Background: an optimization exercise with open tools, aiming at small area and a short achievable clock period. Do not read the settings as production practice.
Where RTL was checked, it was by simulation tests only, not by an equivalence proof against the original.
Power and IR drop assume default switching activity.

== the baseline ==
==> module alu, before the edit <==
module alu (input wire [2:0] op, input wire [15:0] a, b,
  output wire [15:0] o, output wire cout);
  wire binv = op[0];
  wire [15:0] bx = b ^ {16{binv}};
  wire [15:0] g = a & bx;
  wire [15:0] p = a ^ bx;
  wire [15:0] c;    
  bk16 bk (g, p, binv, c);
  wire [15:0] s = p ^ {c[14:0], binv};
  assign cout = c[15];
  wire [3:0] n = b[3:0];
  wire [15:0] ar;
  genvar k;
  generate for (k = 0; k < 16; k = k + 1) begin : rv
    assign ar[k] = a[15-k];
  end endgenerate
  wire [15:0] si = op[0] ? ar : a;
  wire [15:0] sh = si << n;
  wire [15:0] shr;
  generate for (k = 0; k < 16; k = k + 1) begin : rv2
    assign shr[k] = sh[15-k];
  end endgenerate
  wire [15:0] shrq = {shr[15:10], shr[9] & (n != 4'd6), shr[8] & (n != 4'd7), shr[7:0]};
  reg [15:0] r;
  always @(*) begin
    case (op)
      3'd0, 3'd1: r = s;
      3'd2: r = g;
      3'd3: r = a | ~p;
      3'd4: r = p;
      3'd6: r = sh;
      3'd7: r = shrq;
      default: r = 16'h0000;
    endcase
  end
  assign o = r;
endmodule
==> module mproc, before the edit <==
module mproc (input wire clk, reset, input wire [15:0] d_in, output wire [6:0] addr, output wire [15:0] d_out);
  reg pa, pb, pc_;           
  reg [15:0] ir;             
  reg op0;                   
  reg carry;
  reg [6:0] pc;
  reg [15:0] opa, opb;
  reg [7:0] bone, btwo;      
  reg [15:0] ma;             
  always @(posedge clk) begin
    pa  <= reset | pc_;
    pb  <= ~reset & pa;
    pc_ <= ~reset & pb;
  end
  always @(posedge clk) ir <= d_in;
  always @(posedge clk)
    if (reset) op0 <= 1'b0;
    else if (pb) op0 <= d_in[9];
  wire ld = ir[15];
  wire is_alu = (ir[15:12] == 4'b0000);
  wire wr = ld | is_alu;
  wire [2:0] rd = ir[8:6];
  wire [15:0] alu_o, mul;
  wire cout;
  alu alu_0 ({ir[11:10], op0}, opa, opb, alu_o, cout);
  mul16lo_b mul_0 (ma, bone, btwo, {opb[15], opb[13], opb[11], opb[9], opb[7], opb[5], opb[3], opb[1]}, mul);
  always @(posedge clk) carry <= cout;
  wire sel_mul = pc_ & is_alu & ({ir[11:10], op0} == 3'd5) & ~reset;
  wire [15:0] other = reset ? 16'h0000 : (ld ? d_in : alu_o);
  wire [15:0] wdata = sel_mul ? mul : other;
  wire wen = pc_ & wr;
  wire [7:1] we;
  genvar i;
  generate for (i = 1; i < 8; i = i + 1) begin : g_we
    assign we[i] = reset | (wen & (rd == i));
  end endgenerate
  wire [15:0] qa, qb;
  reg_file rf (clk, we, wdata, d_in[2:0], d_in[5:3], qa, qb);
  wire [7:0] one_n, two_n, neg_n;
  booth_enc enc (qb, one_n, two_n, neg_n);
  always @(posedge clk) begin
    bone <= one_n;
    btwo <= two_n;
    ma <= qa;
  end
  wire ldop = pb & ~reset;
  wire fwa = wen & (rd == ir[2:0]) & (rd != 3'd0);
  wire fwb = wen & (rd == ir[5:3]) & (rd != 3'd0);
  wire [15:0] opa_d = sel_mul ? mul : (ldop ? qa : other);
  wire [15:0] opb_d = sel_mul ? mul : (ldop ? qb : other);
  always @(posedge clk) begin
    if (ldop | reset | fwa) opa <= opa_d;
    if (ldop | reset | fwb) opb <= opb_d;
  end
  wire j = pc_ & ir[14] & carry;
  wire [6:0] delta = ld ? (j ? 7'h7f : 7'h01) : (j ? (~ir[6:0] + 7'h01) : 7'h00);
  always @(posedge clk)
    if (reset) pc <= 7'h00;
    else if (pa) pc <= pc + 7'h01;
    else if (pc_) pc <= pc + delta;
  assign addr = pc;
  assign d_out = opa;
endmodule
Settings: LEC_CHECK=0, ABC_AREA=1, CAP_MARGIN=20, CORE_MARGIN=2, CORE_UTILIZATION=40, CTS_BUF_LIST=sky130_fd_sc_hd__clkbuf_8, CTS_CLUSTER_SIZE=16, SETUP_SLACK_MARGIN=5, SLEW_MARGIN=20; clock period 10.0 ns.
standard.sh (not shown) runs the stock make flow with config.mk's settings and CLKGATE_MAP_FILE= SYNTH_SCRIPT=/design/flow/synth_recipe.tcl, a recipe that flattens the netlist after the stock synthesis.
==> flow/flow/run.sh <==
#!/bin/bash
set -euo pipefail
MARGIN=6.0
sed -e "s/SETUP_SLACK_MARGIN=[0-9.]*/SETUP_SLACK_MARGIN=$MARGIN/" \
    -e "s|CLKGATE_MAP_FILE= |CLKGATE_MAP_FILE= 'BUFFER_PORTS_ARGS=-buffer_cell sky130_fd_sc_hd__buf_2' |" \
    standard.sh > my_standard.sh
bash my_standard.sh > layout.log 2>&1
Input changes introduced in the candidate (baseline for comparison: the baseline):
--- a/flow/design.v
+++ b/flow/design.v
@@ -179,45 +179,33 @@
   wire [15:0] x = {s55, s54, s53, s52, s51, s50, s49, s48, s47, s46, s45, s44, s43, s42, pp0_1, pp0_0};
   wire [15:0] y = {c54, c53, c52, c51, c50, c49, c48, c47, c46, c45, c44, c43, c42, neg[1], 1'b0, neg[0]};
   assign p = x + y;
 endmodule
 module alu (input wire [2:0] op, input wire [15:0] a, b,
-  output wire [15:0] o, output wire cout);
+  output wire [15:0] s, g, o_or, p, sh, shrq, output wire cout);
   wire binv = op[0];
   wire [15:0] bx = b ^ {16{binv}};
-  wire [15:0] g = a & bx;
-  wire [15:0] p = a ^ bx;
+  assign g = a & bx;
+  assign p = a ^ bx;
   wire [15:0] c;    
   bk16 bk (g, p, binv, c);
-  wire [15:0] s = p ^ {c[14:0], binv};
+  assign s = p ^ {c[14:0], binv};
+  assign o_or = a | ~p;
   assign cout = c[15];
   wire [3:0] n = b[3:0];
   wire [15:0] ar;
   genvar k;
   generate for (k = 0; k < 16; k = k + 1) begin : rv
     assign ar[k] = a[15-k];
   end endgenerate
   wire [15:0] si = op[0] ? ar : a;
-  wire [15:0] sh = si << n;
+  assign sh = si << n;
   wire [15:0] shr;
   generate for (k = 0; k < 16; k = k + 1) begin : rv2
     assign shr[k] = sh[15-k];
   end endgenerate
-  wire [15:0] shrq = {shr[15:10], shr[9] & (n != 4'd6), shr[8] & (n != 4'd7), shr[7:0]};
-  reg [15:0] r;
-  always @(*) begin
-    case (op)
-      3'd0, 3'd1: r = s;
-      3'd2: r = g;
-      3'd3: r = a | ~p;
-      3'd4: r = p;
-      3'd6: r = sh;
-      3'd7: r = shrq;
-      default: r = 16'h0000;
-    endcase
-  end
-  assign o = r;
+  assign shrq = {shr[15:10], shr[9] & (n != 4'd6), shr[8] & (n != 4'd7), shr[7:0]};
 endmodule
 module bk16 (input wire [15:0] g, p, input wire ci, output wire [15:0] c);
   wire [15:0] g0 = {g[15:1], g[0] | (p[0] & ci)};
   wire [7:0] g1, p1;
   genvar k;
@@ -300,18 +288,30 @@
     else if (pb) op0 <= d_in[9];
   wire ld = ir[15];
   wire is_alu = (ir[15:12] == 4'b0000);
   wire wr = ld | is_alu;
   wire [2:0] rd = ir[8:6];
-  wire [15:0] alu_o, mul;
+  wire [2:0] op = {ir[11:10], op0};
+  wire [15:0] r_sum, r_and, r_or, r_xor, r_shl, r_shr, mul;
   wire cout;
-  alu alu_0 ({ir[11:10], op0}, opa, opb, alu_o, cout);
+  alu alu_0 (op, opa, opb, r_sum, r_and, r_or, r_xor, r_shl, r_shr, cout);
   mul16lo_b mul_0 (ma, bone, btwo, {opb[15], opb[13], opb[11], opb[9], opb[7], opb[5], opb[3], opb[1]}, mul);
   always @(posedge clk) carry <= cout;
-  wire sel_mul = pc_ & is_alu & ({ir[11:10], op0} == 3'd5) & ~reset;
-  wire [15:0] other = reset ? 16'h0000 : (ld ? d_in : alu_o);
-  wire [15:0] wdata = sel_mul ? mul : other;
+  wire exe = pc_ & ~reset;
+  wire xa = exe & is_alu;
+  wire s_ld  = exe & ld;
+  wire s_add = xa & (op[2:1] == 2'd0);
+  wire s_and = xa & (op == 3'd2);
+  wire s_or  = xa & (op == 3'd3);
+  wire s_xor = xa & (op == 3'd4);
+  wire s_mul = xa & (op == 3'd5);
+  wire s_shl = xa & (op == 3'd6);
+  wire s_shr = xa & (op == 3'd7);
+  wire [15:0] res = ({16{s_ld}} & d_in) | ({16{s_add}} & r_sum) | ({16{s_and}} & r_and) |
+                    ({16{s_or}} & r_or) | ({16{s_xor}} & r_xor) | ({16{s_shl}} & r_shl) |
+                    ({16{s_shr}} & r_shr);
+  wire [15:0] wdata = res | ({16{s_mul}} & mul);
   wire wen = pc_ & wr;
   wire [7:1] we;
   genvar i;
   generate for (i = 1; i < 8; i = i + 1) begin : g_we
     assign we[i] = reset | (wen & (rd == i));
@@ -326,12 +326,12 @@
     ma <= qa;
   end
   wire ldop = pb & ~reset;
   wire fwa = wen & (rd == ir[2:0]) & (rd != 3'd0);
   wire fwb = wen & (rd == ir[5:3]) & (rd != 3'd0);
-  wire [15:0] opa_d = sel_mul ? mul : (ldop ? qa : other);
-  wire [15:0] opb_d = sel_mul ? mul : (ldop ? qb : other);
+  wire [15:0] opa_d = wdata | ({16{ldop}} & qa);
+  wire [15:0] opb_d = wdata | ({16{ldop}} & qb);
   always @(posedge clk) begin
     if (ldop | reset | fwa) opa <= opa_d;
     if (ldop | reset | fwb) opb <= opb_d;
   end
   wire j = pc_ & ir[14] & carry;
[summary]
Delta (the candidate minus the baseline): global-route wire length before repair shrank by about 2.7%, proportion of cell area occupied by registers grew by 0.66 points, cell area shrank by about 2%, setup slack shrank by 0.036 ns.
The candidate: number of CTS-inserted buffers about 5% below the baseline
In the reports for the candidate and the baseline, the smaller slew of the pin with the lowest slew margin belongs to the candidate.
The candidate reports a higher number of buffers inserted to repair setup after CTS than the baseline does.
Changes observed in the candidate relative to the baseline: basic-gate share of the synthesized area counting and, or, nand and nor cells shrank by 5.8 points; power per standard cell area moved down.
Against the baseline, the candidate reports a routed wire length that is lower.
Higher placed wire-length estimate among the candidate and the baseline: the baseline
The run showing the greater number of cells on the critical path is the baseline.
The part of the total power dissipated in the clock network in the candidate sits 2.8 points above the value recorded for the baseline.
The baseline -> the candidate: highest clock rate decreased slightly
Function not checked in the candidate: the RTL went through the layout flow alone.

[afterwards: timing with drivers on the ports]
No port has a modelled driver above. Below, the same layouts with a new extraction and two added sets of constraints. Step 1 (the two cells are an assumption about what drives the block):
set clk [get_ports {clk}]
set_driving_cell -lib_cell sky130_fd_sc_hd__clkbuf_16 $clk
set_driving_cell -lib_cell sky130_fd_sc_hd__buf_2 [delete_from_list [all_inputs] $clk]
Step 2 times the ports against the registers' clock, not the clock port: input delays grow and output delays shrink by t, the midpoint of the rising clock arrivals with the driver on. Three values: ideal ports, drivers, drivers and shift; two values: the first two.
run	t (ns)	setup slack, ns	worst setup path after step 2	clock arrival spread, ns	worst register clock-pin slew, ns
the baseline	0.591	5.619 / 5.619 / 5.619	register to register	0.034 / 0.034	0.07 / 0.07
the candidate	0.564	5.582 / 5.582 / 5.433	input to register	0.019 / 0.019	0.07 / 0.07
After both steps every run listed still meets setup and hold. The setup slack of the candidate, which loses most, moves by 0.000 ns with the drivers and by -0.149 ns with both steps.
